Context: an optimization exercise on an open-source flow, tuned for small area and a short achievable clock period. The choices shown serve that exercise and are no tape-out recipe.
Function was checked by simulation only, so behaviour that the tests miss may differ from the original.
No activity file was given, so power comes from the tool's default toggle rates.

==> inputs of 01-19 <==
==> flow/design.v <==
`timescale 1ns / 1ps
module decode(
    input  wire        clk,
    input  wire        rst,
    input  wire        wb_reg_write,
    input  wire [4:0]  wb_write_reg_location,
    input  wire [31:0] mem_wb_write_data,
    input  wire [31:0] if_id_instr,
    input  wire [31:0] if_id_npc,
    output reg  [1:0]  id_ex_wb,
    output reg  [2:0]  id_ex_mem,
    output reg  [5:0]  id_ex_alu,
    output reg  [31:0] id_ex_npc,
    output reg  [31:0] id_ex_rs_val,
    output reg  [31:0] id_ex_rt_val,
    output reg  [15:0] id_ex_imm,
    output reg  [4:0]  id_ex_write_reg,
    output reg         id_ex_cleared
);
    wire [5:0] opcode = if_id_instr[31:26];
    wire [4:0] rs     = if_id_instr[25:21];
    wire [4:0] rt     = if_id_instr[20:16];
    wire [4:0] rd     = if_id_instr[15:11];
    wire [5:0] funct  = if_id_instr[5:0];
    wire [31:0] rs_val, rt_val;
    regfile rf0 (
        .clk(clk),
        .rst(rst),
        .we(wb_reg_write),
        .waddr(wb_write_reg_location),
        .wdata(mem_wb_write_data),
        .ra(rs),
        .rb(rt),
        .rdata_a(rs_val),
        .rdata_b(rt_val)
    );
    wire is_r   = (opcode == 6'b000000);
    wire is_lw  = (opcode == 6'b100011);
    wire is_sw  = (opcode == 6'b101011);
    wire is_beq = (opcode == 6'b000100);
    wire f_add = (funct == 6'b100000);
    wire f_sub = (funct == 6'b100010);
    wire f_and = (funct == 6'b100100);
    wire f_or  = (funct == 6'b100101);
    wire f_slt = (funct == 6'b101010);
    wire alusrc  = is_lw | is_sw;
    wire sel_slt = is_r & f_slt;
    wire sel_and = is_r & f_and;
    wire sel_or  = is_r & f_or;
    wire sel_sum = is_r ? (f_add | f_sub) : 1'b1;
    wire inv_b   = is_beq | (is_r & (f_sub | f_slt));
    always @(posedge clk) begin
        id_ex_cleared   <= rst;
        id_ex_wb        <= {is_r | is_lw, is_lw};
        id_ex_mem       <= {is_beq, is_lw, is_sw};
        id_ex_alu       <= {alusrc, inv_b, sel_sum, sel_slt, sel_and, sel_or};
        id_ex_npc       <= if_id_npc;
        id_ex_rs_val    <= rs_val;
        id_ex_rt_val    <= rt_val;
        id_ex_imm       <= if_id_instr[15:0];
        id_ex_write_reg <= is_r ? rd : rt;
    end
endmodule
module regfile(
    input  wire        clk,
    input  wire        rst,
    input  wire        we,
    input  wire [4:0]  waddr,
    input  wire [31:0] wdata,
    input  wire [4:0]  ra,
    input  wire [4:0]  rb,
    output reg  [31:0] rdata_a,
    output reg  [31:0] rdata_b
);
    reg [31:0] regs [0:31];
    reg [31:0] valid;
    integer i;
    genvar w;
    generate
        for (w = 0; w < 32; w = w + 1) begin : word
            wire wen = we & (waddr == w);
            always @(posedge clk)
                if (wen) regs[w] <= wdata;
            always @(posedge clk)
                valid[w] <= ~rst & (valid[w] | wen);
        end
    endgenerate
    always @(*) begin
        rdata_a = 32'b0;
        rdata_b = 32'b0;
        for (i = 0; i < 32; i = i + 1) begin
            rdata_a = rdata_a | (regs[i] & {32{valid[i] & (ra == i)}});
            rdata_b = rdata_b | (regs[i] & {32{valid[i] & (rb == i)}});
        end
    end
endmodule
`timescale 1ns / 1ps
module execute(
    input  wire        clk,
    input  wire        rst,
    input  wire        cleared,
    input  wire [1:0]  wb_ctl,
    input  wire [2:0]  m_ctl,
    input  wire [5:0]  alu_ctl,
    input  wire [31:0] npc,
    input  wire [31:0] rs_val,
    input  wire [31:0] rt_val,
    input  wire [15:0] imm,
    input  wire [4:0]  write_reg,
    output reg  [1:0]  ex_mem_wb,
    output reg         ex_mem_branch,
    output reg         ex_mem_memread,
    output reg         ex_mem_memwrite,
    output reg  [31:0] ex_mem_npc,
    output reg         ex_mem_zero,
    output reg  [31:0] ex_mem_alu_result,
    output reg  [31:0] ex_mem_rdata2,
    output reg  [4:0]  ex_mem_write_reg
);
    wire alusrc  = alu_ctl[5];
    wire inv_b   = alu_ctl[4];
    wire sel_sum = alu_ctl[3];
    wire sel_slt = alu_ctl[2];
    wire sel_and = alu_ctl[1];
    wire sel_or  = alu_ctl[0];
    wire [31:0] sext = {{16{imm[15]}}, imm};
    wire [31:0] a    = rs_val;
    wire [31:0] b    = alusrc ? sext : rt_val;
    wire [31:0] bx   = b ^ {32{inv_b}};
    wire [31:0] sum = a + bx + {31'b0, inv_b};
    wire [31:0] cin_z = {a[30:0] | bx[30:0], inv_b};
    wire sum_zero = &(~(a ^ bx ^ cin_z));
    wire lt = (a[31] ^ bx[31]) ? sum[31] : a[31];
    wire [31:0] and_ab = a & b;
    wire [31:0] or_ab  = a | b;
    wire [31:0] result = ({32{sel_sum}} & sum)
                       | {31'b0, sel_slt & lt}
                       | ({32{sel_and}} & and_ab)
                       | ({32{sel_or}}  & or_ab);
    wire zero = sel_sum ? sum_zero :
                sel_slt ? ~lt :
                sel_and ? ~|and_ab :
                sel_or  ? ~|or_ab : 1'b1;
    wire [31:0] target = npc + {sext[29:0], 2'b00};
    wire kill = rst | cleared;
    always @(posedge clk) begin
        if (kill) begin
            ex_mem_wb         <= 2'b00;
            ex_mem_branch     <= 1'b0;
            ex_mem_memread    <= 1'b0;
            ex_mem_memwrite   <= 1'b0;
            ex_mem_npc        <= 32'b0;
            ex_mem_alu_result <= 32'b0;
            ex_mem_rdata2     <= 32'b0;
            ex_mem_write_reg  <= 5'b0;
        end
        else begin
            ex_mem_wb         <= wb_ctl;
            ex_mem_branch     <= m_ctl[2];
            ex_mem_memread    <= m_ctl[1];
            ex_mem_memwrite   <= m_ctl[0];
            ex_mem_npc        <= target;
            ex_mem_alu_result <= result;
            ex_mem_rdata2     <= rt_val;
            ex_mem_write_reg  <= write_reg;
        end
        ex_mem_zero <= ~rst & (cleared | zero);
    end
endmodule
`timescale 1ns / 1ps
module mips_id_ex(
    input  wire        clk,
    input  wire        rst,
    input  wire        wb_reg_write,
    input  wire [4:0]  wb_write_reg_location,
    input  wire [31:0] mem_wb_write_data,
    input  wire [31:0] if_id_instr,
    input  wire [31:0] if_id_npc,
    output wire [1:0]  ex_mem_wb,
    output wire        ex_mem_branch,
    output wire        ex_mem_memread,
    output wire        ex_mem_memwrite,
    output wire [31:0] ex_mem_npc,
    output wire        ex_mem_zero,
    output wire [31:0] ex_mem_alu_result,
    output wire [31:0] ex_mem_rdata2,
    output wire [4:0]  ex_mem_write_reg
);
    wire [1:0]  id_ex_wb;
    wire [2:0]  id_ex_mem;
    wire [5:0]  id_ex_alu;
    wire [31:0] id_ex_npc, id_ex_rs_val, id_ex_rt_val;
    wire [15:0] id_ex_imm;
    wire [4:0]  id_ex_write_reg;
    wire        id_ex_cleared;
    decode id0 (
        .clk(clk),
        .rst(rst),
        .wb_reg_write(wb_reg_write),
        .wb_write_reg_location(wb_write_reg_location),
        .mem_wb_write_data(mem_wb_write_data),
        .if_id_instr(if_id_instr),
        .if_id_npc(if_id_npc),
        .id_ex_wb(id_ex_wb),
        .id_ex_mem(id_ex_mem),
        .id_ex_alu(id_ex_alu),
        .id_ex_npc(id_ex_npc),
        .id_ex_rs_val(id_ex_rs_val),
        .id_ex_rt_val(id_ex_rt_val),
        .id_ex_imm(id_ex_imm),
        .id_ex_write_reg(id_ex_write_reg),
        .id_ex_cleared(id_ex_cleared)
    );
    execute ex0 (
        .clk(clk),
        .rst(rst),
        .cleared(id_ex_cleared),
        .wb_ctl(id_ex_wb),
        .m_ctl(id_ex_mem),
        .alu_ctl(id_ex_alu),
        .npc(id_ex_npc),
        .rs_val(id_ex_rs_val),
        .rt_val(id_ex_rt_val),
        .imm(id_ex_imm),
        .write_reg(id_ex_write_reg),
        .ex_mem_wb(ex_mem_wb),
        .ex_mem_branch(ex_mem_branch),
        .ex_mem_memread(ex_mem_memread),
        .ex_mem_memwrite(ex_mem_memwrite),
        .ex_mem_npc(ex_mem_npc),
        .ex_mem_zero(ex_mem_zero),
        .ex_mem_alu_result(ex_mem_alu_result),
        .ex_mem_rdata2(ex_mem_rdata2),
        .ex_mem_write_reg(ex_mem_write_reg)
    );
endmodule
==> flow/run.sh <==
#!/bin/bash
# synth_recipe.tcl (not shown) runs the flow's synth.tcl, then flattens the netlist and writes it again
# the make line also repeats each setting of config.mk as NAME=value (left out here)
make -C /OpenROAD-flow-scripts/flow DESIGN_CONFIG=/design/flow/config.mk WORK_HOME=/design/flow/orfs CLKGATE_MAP_FILE= SYNTH_SCRIPT=/design/flow/synth_recipe.tcl finish
==> flow/config.mk <==
export PLATFORM = sky130hd
export DESIGN_NAME = mips_id_ex
export DESIGN_NICKNAME = mips_id_ex
export VERILOG_FILES = /design/flow/design.v
export SDC_FILE = /design/flow/constraint.sdc
export NUM_CORES = 4
export LEC_CHECK = 0
export ABC_AREA = 0
export CAP_MARGIN = 20
export CORE_MARGIN = 2
export CORE_UTILIZATION = 40
export SLEW_MARGIN = 20
==> flow/constraint.sdc <==
create_clock -name core_clock -period 5.0 [get_ports {clk}]
set_input_delay 1.0000 -clock core_clock [delete_from_list [all_inputs] [get_ports {clk}]]
set_output_delay 1.0000 -clock core_clock [all_outputs]
set_load 0.01 [all_outputs]
==> inputs of 06-04, as changes to 01-19 <==
--- a/flow/design.v
+++ b/flow/design.v
@@ -9,19 +9,20 @@
     input  wire [31:0] if_id_npc,
     output reg  [1:0]  id_ex_wb,
     output reg  [2:0]  id_ex_mem,
-    output reg  [5:0]  id_ex_alu,
-    output reg  [31:0] id_ex_npc,
+    output reg  [4:0]  id_ex_alu,
+    output reg  [31:0] id_ex_target,
     output reg  [31:0] id_ex_rs_val,
     output reg  [31:0] id_ex_rt_val,
-    output reg  [15:0] id_ex_imm,
+    output reg  [31:0] id_ex_b,
     output reg  [4:0]  id_ex_write_reg,
     output reg         id_ex_cleared
 );
-    wire [5:0] opcode = if_id_instr[31:26];
-    wire [4:0] rs     = if_id_instr[25:21];
-    wire [4:0] rt     = if_id_instr[20:16];
-    wire [4:0] rd     = if_id_instr[15:11];
-    wire [5:0] funct  = if_id_instr[5:0];
+    wire [5:0]  opcode = if_id_instr[31:26];
+    wire [4:0]  rs     = if_id_instr[25:21];
+    wire [4:0]  rt     = if_id_instr[20:16];
+    wire [4:0]  rd     = if_id_instr[15:11];
+    wire [5:0]  funct  = if_id_instr[5:0];
+    wire [31:0] sext   = {{16{if_id_instr[15]}}, if_id_instr[15:0]};
     wire [31:0] rs_val, rt_val;
     regfile rf0 (
         .clk(clk),
@@ -49,15 +50,16 @@
     wire sel_or  = is_r & f_or;
     wire sel_sum = is_r ? (f_add | f_sub) : 1'b1;
     wire inv_b   = is_beq | (is_r & (f_sub | f_slt));
+    wire [31:0] b = alusrc ? sext : rt_val;
     always @(posedge clk) begin
         id_ex_cleared   <= rst;
         id_ex_wb        <= {is_r | is_lw, is_lw};
         id_ex_mem       <= {is_beq, is_lw, is_sw};
-        id_ex_alu       <= {alusrc, inv_b, sel_sum, sel_slt, sel_and, sel_or};
-        id_ex_npc       <= if_id_npc;
+        id_ex_alu       <= {inv_b, sel_sum, sel_slt, sel_and, sel_or};
+        id_ex_target    <= if_id_npc + {sext[29:0], 2'b00};
         id_ex_rs_val    <= rs_val;
         id_ex_rt_val    <= rt_val;
-        id_ex_imm       <= if_id_instr[15:0];
+        id_ex_b         <= b ^ {32{inv_b}};
         id_ex_write_reg <= is_r ? rd : rt;
     end
 endmodule
@@ -101,11 +103,11 @@
     input  wire        cleared,
     input  wire [1:0]  wb_ctl,
     input  wire [2:0]  m_ctl,
-    input  wire [5:0]  alu_ctl,
-    input  wire [31:0] npc,
+    input  wire [4:0]  alu_ctl,
+    input  wire [31:0] target,
     input  wire [31:0] rs_val,
     input  wire [31:0] rt_val,
-    input  wire [15:0] imm,
+    input  wire [31:0] b,
     input  wire [4:0]  write_reg,
     output reg  [1:0]  ex_mem_wb,
     output reg         ex_mem_branch,
@@ -117,20 +119,17 @@
     output reg  [31:0] ex_mem_rdata2,
     output reg  [4:0]  ex_mem_write_reg
 );
-    wire alusrc  = alu_ctl[5];
     wire inv_b   = alu_ctl[4];
     wire sel_sum = alu_ctl[3];
     wire sel_slt = alu_ctl[2];
     wire sel_and = alu_ctl[1];
     wire sel_or  = alu_ctl[0];
-    wire [31:0] sext = {{16{imm[15]}}, imm};
-    wire [31:0] a    = rs_val;
-    wire [31:0] b    = alusrc ? sext : rt_val;
-    wire [31:0] bx   = b ^ {32{inv_b}};
-    wire [31:0] sum = a + bx + {31'b0, inv_b};
-    wire [31:0] cin_z = {a[30:0] | bx[30:0], inv_b};
-    wire sum_zero = &(~(a ^ bx ^ cin_z));
-    wire lt = (a[31] ^ bx[31]) ? sum[31] : a[31];
+    wire [31:0] a = rs_val;
+    wire [32:0] sum33 = {a, 1'b1} + {b, inv_b};
+    wire [31:0] sum   = sum33[32:1];
+    wire [31:0] cin_z = {a[30:0] | b[30:0], inv_b};
+    wire sum_zero = &(~(a ^ b ^ cin_z));
+    wire lt = (a[31] ^ b[31]) ? sum[31] : a[31];
     wire [31:0] and_ab = a & b;
     wire [31:0] or_ab  = a | b;
     wire [31:0] result = ({32{sel_sum}} & sum)
@@ -141,7 +140,6 @@
                 sel_slt ? ~lt :
                 sel_and ? ~|and_ab :
                 sel_or  ? ~|or_ab : 1'b1;
-    wire [31:0] target = npc + {sext[29:0], 2'b00};
     wire kill = rst | cleared;
     always @(posedge clk) begin
         if (kill) begin
@@ -188,9 +186,8 @@
 );
     wire [1:0]  id_ex_wb;
     wire [2:0]  id_ex_mem;
-    wire [5:0]  id_ex_alu;
-    wire [31:0] id_ex_npc, id_ex_rs_val, id_ex_rt_val;
-    wire [15:0] id_ex_imm;
+    wire [4:0]  id_ex_alu;
+    wire [31:0] id_ex_target, id_ex_rs_val, id_ex_rt_val, id_ex_b;
     wire [4:0]  id_ex_write_reg;
     wire        id_ex_cleared;
     decode id0 (
@@ -204,10 +201,10 @@
         .id_ex_wb(id_ex_wb),
         .id_ex_mem(id_ex_mem),
         .id_ex_alu(id_ex_alu),
-        .id_ex_npc(id_ex_npc),
+        .id_ex_target(id_ex_target),
         .id_ex_rs_val(id_ex_rs_val),
         .id_ex_rt_val(id_ex_rt_val),
-        .id_ex_imm(id_ex_imm),
+        .id_ex_b(id_ex_b),
         .id_ex_write_reg(id_ex_write_reg),
         .id_ex_cleared(id_ex_cleared)
     );
@@ -218,10 +215,10 @@
         .wb_ctl(id_ex_wb),
         .m_ctl(id_ex_mem),
         .alu_ctl(id_ex_alu),
-        .npc(id_ex_npc),
+        .target(id_ex_target),
         .rs_val(id_ex_rs_val),
         .rt_val(id_ex_rt_val),
-        .imm(id_ex_imm),
+        .b(id_ex_b),
         .write_reg(id_ex_write_reg),
         .ex_mem_wb(ex_mem_wb),
         .ex_mem_branch(ex_mem_branch),
Settings changed: ABC_AREA 0 to 1, SETUP_SLACK_MARGIN from default to 2.7.
==> inputs of 02-09, as changes to 01-19 <==
--- a/flow/design.v
+++ b/flow/design.v
@@ -9,19 +9,20 @@
     input  wire [31:0] if_id_npc,
     output reg  [1:0]  id_ex_wb,
     output reg  [2:0]  id_ex_mem,
-    output reg  [5:0]  id_ex_alu,
-    output reg  [31:0] id_ex_npc,
+    output reg  [4:0]  id_ex_alu,
+    output reg  [31:0] id_ex_target,
     output reg  [31:0] id_ex_rs_val,
     output reg  [31:0] id_ex_rt_val,
-    output reg  [15:0] id_ex_imm,
+    output reg  [31:0] id_ex_b,
     output reg  [4:0]  id_ex_write_reg,
     output reg         id_ex_cleared
 );
-    wire [5:0] opcode = if_id_instr[31:26];
-    wire [4:0] rs     = if_id_instr[25:21];
-    wire [4:0] rt     = if_id_instr[20:16];
-    wire [4:0] rd     = if_id_instr[15:11];
-    wire [5:0] funct  = if_id_instr[5:0];
+    wire [5:0]  opcode = if_id_instr[31:26];
+    wire [4:0]  rs     = if_id_instr[25:21];
+    wire [4:0]  rt     = if_id_instr[20:16];
+    wire [4:0]  rd     = if_id_instr[15:11];
+    wire [5:0]  funct  = if_id_instr[5:0];
+    wire [31:0] sext   = {{16{if_id_instr[15]}}, if_id_instr[15:0]};
     wire [31:0] rs_val, rt_val;
     regfile rf0 (
         .clk(clk),
@@ -49,15 +50,16 @@
     wire sel_or  = is_r & f_or;
     wire sel_sum = is_r ? (f_add | f_sub) : 1'b1;
     wire inv_b   = is_beq | (is_r & (f_sub | f_slt));
+    wire [31:0] b = alusrc ? sext : rt_val;
     always @(posedge clk) begin
         id_ex_cleared   <= rst;
         id_ex_wb        <= {is_r | is_lw, is_lw};
         id_ex_mem       <= {is_beq, is_lw, is_sw};
-        id_ex_alu       <= {alusrc, inv_b, sel_sum, sel_slt, sel_and, sel_or};
-        id_ex_npc       <= if_id_npc;
+        id_ex_alu       <= {inv_b, sel_sum, sel_slt, sel_and, sel_or};
+        id_ex_target    <= if_id_npc + {sext[29:0], 2'b00};
         id_ex_rs_val    <= rs_val;
         id_ex_rt_val    <= rt_val;
-        id_ex_imm       <= if_id_instr[15:0];
+        id_ex_b         <= b ^ {32{inv_b}};
         id_ex_write_reg <= is_r ? rd : rt;
     end
 endmodule
@@ -101,11 +103,11 @@
     input  wire        cleared,
     input  wire [1:0]  wb_ctl,
     input  wire [2:0]  m_ctl,
-    input  wire [5:0]  alu_ctl,
-    input  wire [31:0] npc,
+    input  wire [4:0]  alu_ctl,
+    input  wire [31:0] target,
     input  wire [31:0] rs_val,
     input  wire [31:0] rt_val,
-    input  wire [15:0] imm,
+    input  wire [31:0] b,
     input  wire [4:0]  write_reg,
     output reg  [1:0]  ex_mem_wb,
     output reg         ex_mem_branch,
@@ -117,20 +119,17 @@
     output reg  [31:0] ex_mem_rdata2,
     output reg  [4:0]  ex_mem_write_reg
 );
-    wire alusrc  = alu_ctl[5];
     wire inv_b   = alu_ctl[4];
     wire sel_sum = alu_ctl[3];
     wire sel_slt = alu_ctl[2];
     wire sel_and = alu_ctl[1];
     wire sel_or  = alu_ctl[0];
-    wire [31:0] sext = {{16{imm[15]}}, imm};
-    wire [31:0] a    = rs_val;
-    wire [31:0] b    = alusrc ? sext : rt_val;
-    wire [31:0] bx   = b ^ {32{inv_b}};
-    wire [31:0] sum = a + bx + {31'b0, inv_b};
-    wire [31:0] cin_z = {a[30:0] | bx[30:0], inv_b};
-    wire sum_zero = &(~(a ^ bx ^ cin_z));
-    wire lt = (a[31] ^ bx[31]) ? sum[31] : a[31];
+    wire [31:0] a = rs_val;
+    wire [32:0] sum33 = {a, 1'b1} + {b, inv_b};
+    wire [31:0] sum   = sum33[32:1];
+    wire [31:0] cin_z = {a[30:0] | b[30:0], inv_b};
+    wire sum_zero = &(~(a ^ b ^ cin_z));
+    wire lt = (a[31] ^ b[31]) ? sum[31] : a[31];
     wire [31:0] and_ab = a & b;
     wire [31:0] or_ab  = a | b;
     wire [31:0] result = ({32{sel_sum}} & sum)
@@ -141,7 +140,6 @@
                 sel_slt ? ~lt :
                 sel_and ? ~|and_ab :
                 sel_or  ? ~|or_ab : 1'b1;
-    wire [31:0] target = npc + {sext[29:0], 2'b00};
     wire kill = rst | cleared;
     always @(posedge clk) begin
         if (kill) begin
@@ -188,9 +186,8 @@
 );
     wire [1:0]  id_ex_wb;
     wire [2:0]  id_ex_mem;
-    wire [5:0]  id_ex_alu;
-    wire [31:0] id_ex_npc, id_ex_rs_val, id_ex_rt_val;
-    wire [15:0] id_ex_imm;
+    wire [4:0]  id_ex_alu;
+    wire [31:0] id_ex_target, id_ex_rs_val, id_ex_rt_val, id_ex_b;
     wire [4:0]  id_ex_write_reg;
     wire        id_ex_cleared;
     decode id0 (
@@ -204,10 +201,10 @@
         .id_ex_wb(id_ex_wb),
         .id_ex_mem(id_ex_mem),
         .id_ex_alu(id_ex_alu),
-        .id_ex_npc(id_ex_npc),
+        .id_ex_target(id_ex_target),
         .id_ex_rs_val(id_ex_rs_val),
         .id_ex_rt_val(id_ex_rt_val),
-        .id_ex_imm(id_ex_imm),
+        .id_ex_b(id_ex_b),
         .id_ex_write_reg(id_ex_write_reg),
         .id_ex_cleared(id_ex_cleared)
     );
@@ -218,10 +215,10 @@
         .wb_ctl(id_ex_wb),
         .m_ctl(id_ex_mem),
         .alu_ctl(id_ex_alu),
-        .npc(id_ex_npc),
+        .target(id_ex_target),
         .rs_val(id_ex_rs_val),
         .rt_val(id_ex_rt_val),
-        .imm(id_ex_imm),
+        .b(id_ex_b),
         .write_reg(id_ex_write_reg),
         .ex_mem_wb(ex_mem_wb),
         .ex_mem_branch(ex_mem_branch),
Settings changed: SETUP_SLACK_MARGIN from default to 2.5.
==> inputs of 04-13, as changes to 01-19 <==
Settings changed: ABC_CLOCK_PERIOD_IN_PS from default to 2500, SETUP_SLACK_MARGIN from default to 2.0.
==> run summary <==
* Clock buffers at 173
* Initial cell density of the core at 40.4%
* Crit path kind: reg2reg
* XOR/XNOR share of the synthesized area at 1.77%
* Synth top area cells: edfxtp_1 (56%), dfxtp_1 (10%), a22oi_1 (8.6%)
* Status: timing/DRC/antenna clean
* Crit Path Max Fanout at 3
* Worst Hold Endpoint: id0.id_ex_target[2]$_DFF_P_
* First-pass GRT wire length at 371 mm
* DR vias/cell at 7.23
* CP arrival at 3.29 ns
* Syn Nets at 4214
* P_leak at 24.7 nW
# the run above: 02-09

==> run summary <==
* CP arrival at 4.85 ns
* Crit Path Max Fanout at 19
* Final net count at 4430
* DR vias/cell at 7.32
* Worst Hold Endpoint: ex0.ex_mem_branch$_SDFF_PP0_
* First-pass GRT wire length at 345 mm
* P_leak at 21.6 nW
* Initial cell density of the core at 40.2%
* Status: timing/DRC/antenna clean
* Synth top area cells: edfxtp_1 (57%), dfxtp_1 (9.8%), a22oi_1 (9.2%)
* XOR/XNOR share of the synthesized area at 1.79%
* Clock buffers at 177
# the run above: 01-19

==> run summary <==
* Status: timing/DRC/antenna clean
* XOR/XNOR share of the synthesized area at 1.79%
* P_leak at 22.4 nW
* DR vias/cell at 7.29
* Syn Nets at 4219
* Crit path kind: reg2reg
* Synth top area cells: edfxtp_1 (57%), dfxtp_1 (9.8%), a22oi_1 (9.2%)
* Crit Path Max Fanout at 6
* Worst Hold Endpoint: ex0.ex_mem_write_reg[0]$_SDFF_PP0_
* Clock buffers at 192
* Initial cell density of the core at 40.2%
* First-pass GRT wire length at 361 mm
# the run above: 04-13

==> run summary <==
* RR Startpoint: id0.rf0.valid[1]$_DFF_P_
* CP arrival at 3.12 ns
* Worst Hold Endpoint: ex0.ex_mem_rdata2[5]$_SDFF_PP0_
* CP bufs+invs at 4
* DR vias/cell at 6.35
* XOR/XNOR share of the synthesized area at 0.467%
* Clock buffers at 186
* Status: timing/DRC/antenna clean
* Synth top area cells: edfxtp_1 (50%), nand2_1 (13%), dfxtp_1 (9.1%)
* First-pass GRT wire length at 475 mm
* P_leak at 32.2 nW
* Syn Nets at 7182
* Crit path kind: in2reg
# the run above: 06-04

[static timing again, ports no longer ideal]
The flow's constraints put no driver on any port. The routed layouts listed below were extracted and timed again, unchanged, in two steps.
Step 1 assumes that a clkbuf_16 drives the clock port and a buf_2 every other input.
Step 2 also shifts input and output timing later by t, the mid clock arrival at the registers, as if the neighbouring blocks saw the same clock.
Three values: ideal, step 1, step 2; two values: the first two.
run	t, ns	setup slack, ns	hold WS [ns]	slew at the worst register clock pin (ns)	worst slew at a driven data input, ns
01-19	0.863	0.832 / 0.832 / 0.542	0.422 / 0.422 / 0.422	0.07 / 0.07	0.19
06-04	0.905	2.635 / 2.558 / 1.754	0.399 / 0.399 / 0.399	0.07 / 0.07	0.17
02-09	0.889	2.375 / 2.305 / 1.416	0.407 / 0.382 / 0.421	0.07 / 0.07	0.21
04-13	0.867	1.562 / 1.562 / 1.008	0.414 / 0.414 / 0.414	0.07 / 0.07	0.15
After both steps every run listed still meets setup and hold. The setup slack of 02-09, which loses most, moves by -0.070 ns with the drivers and by -0.959 ns with both steps.
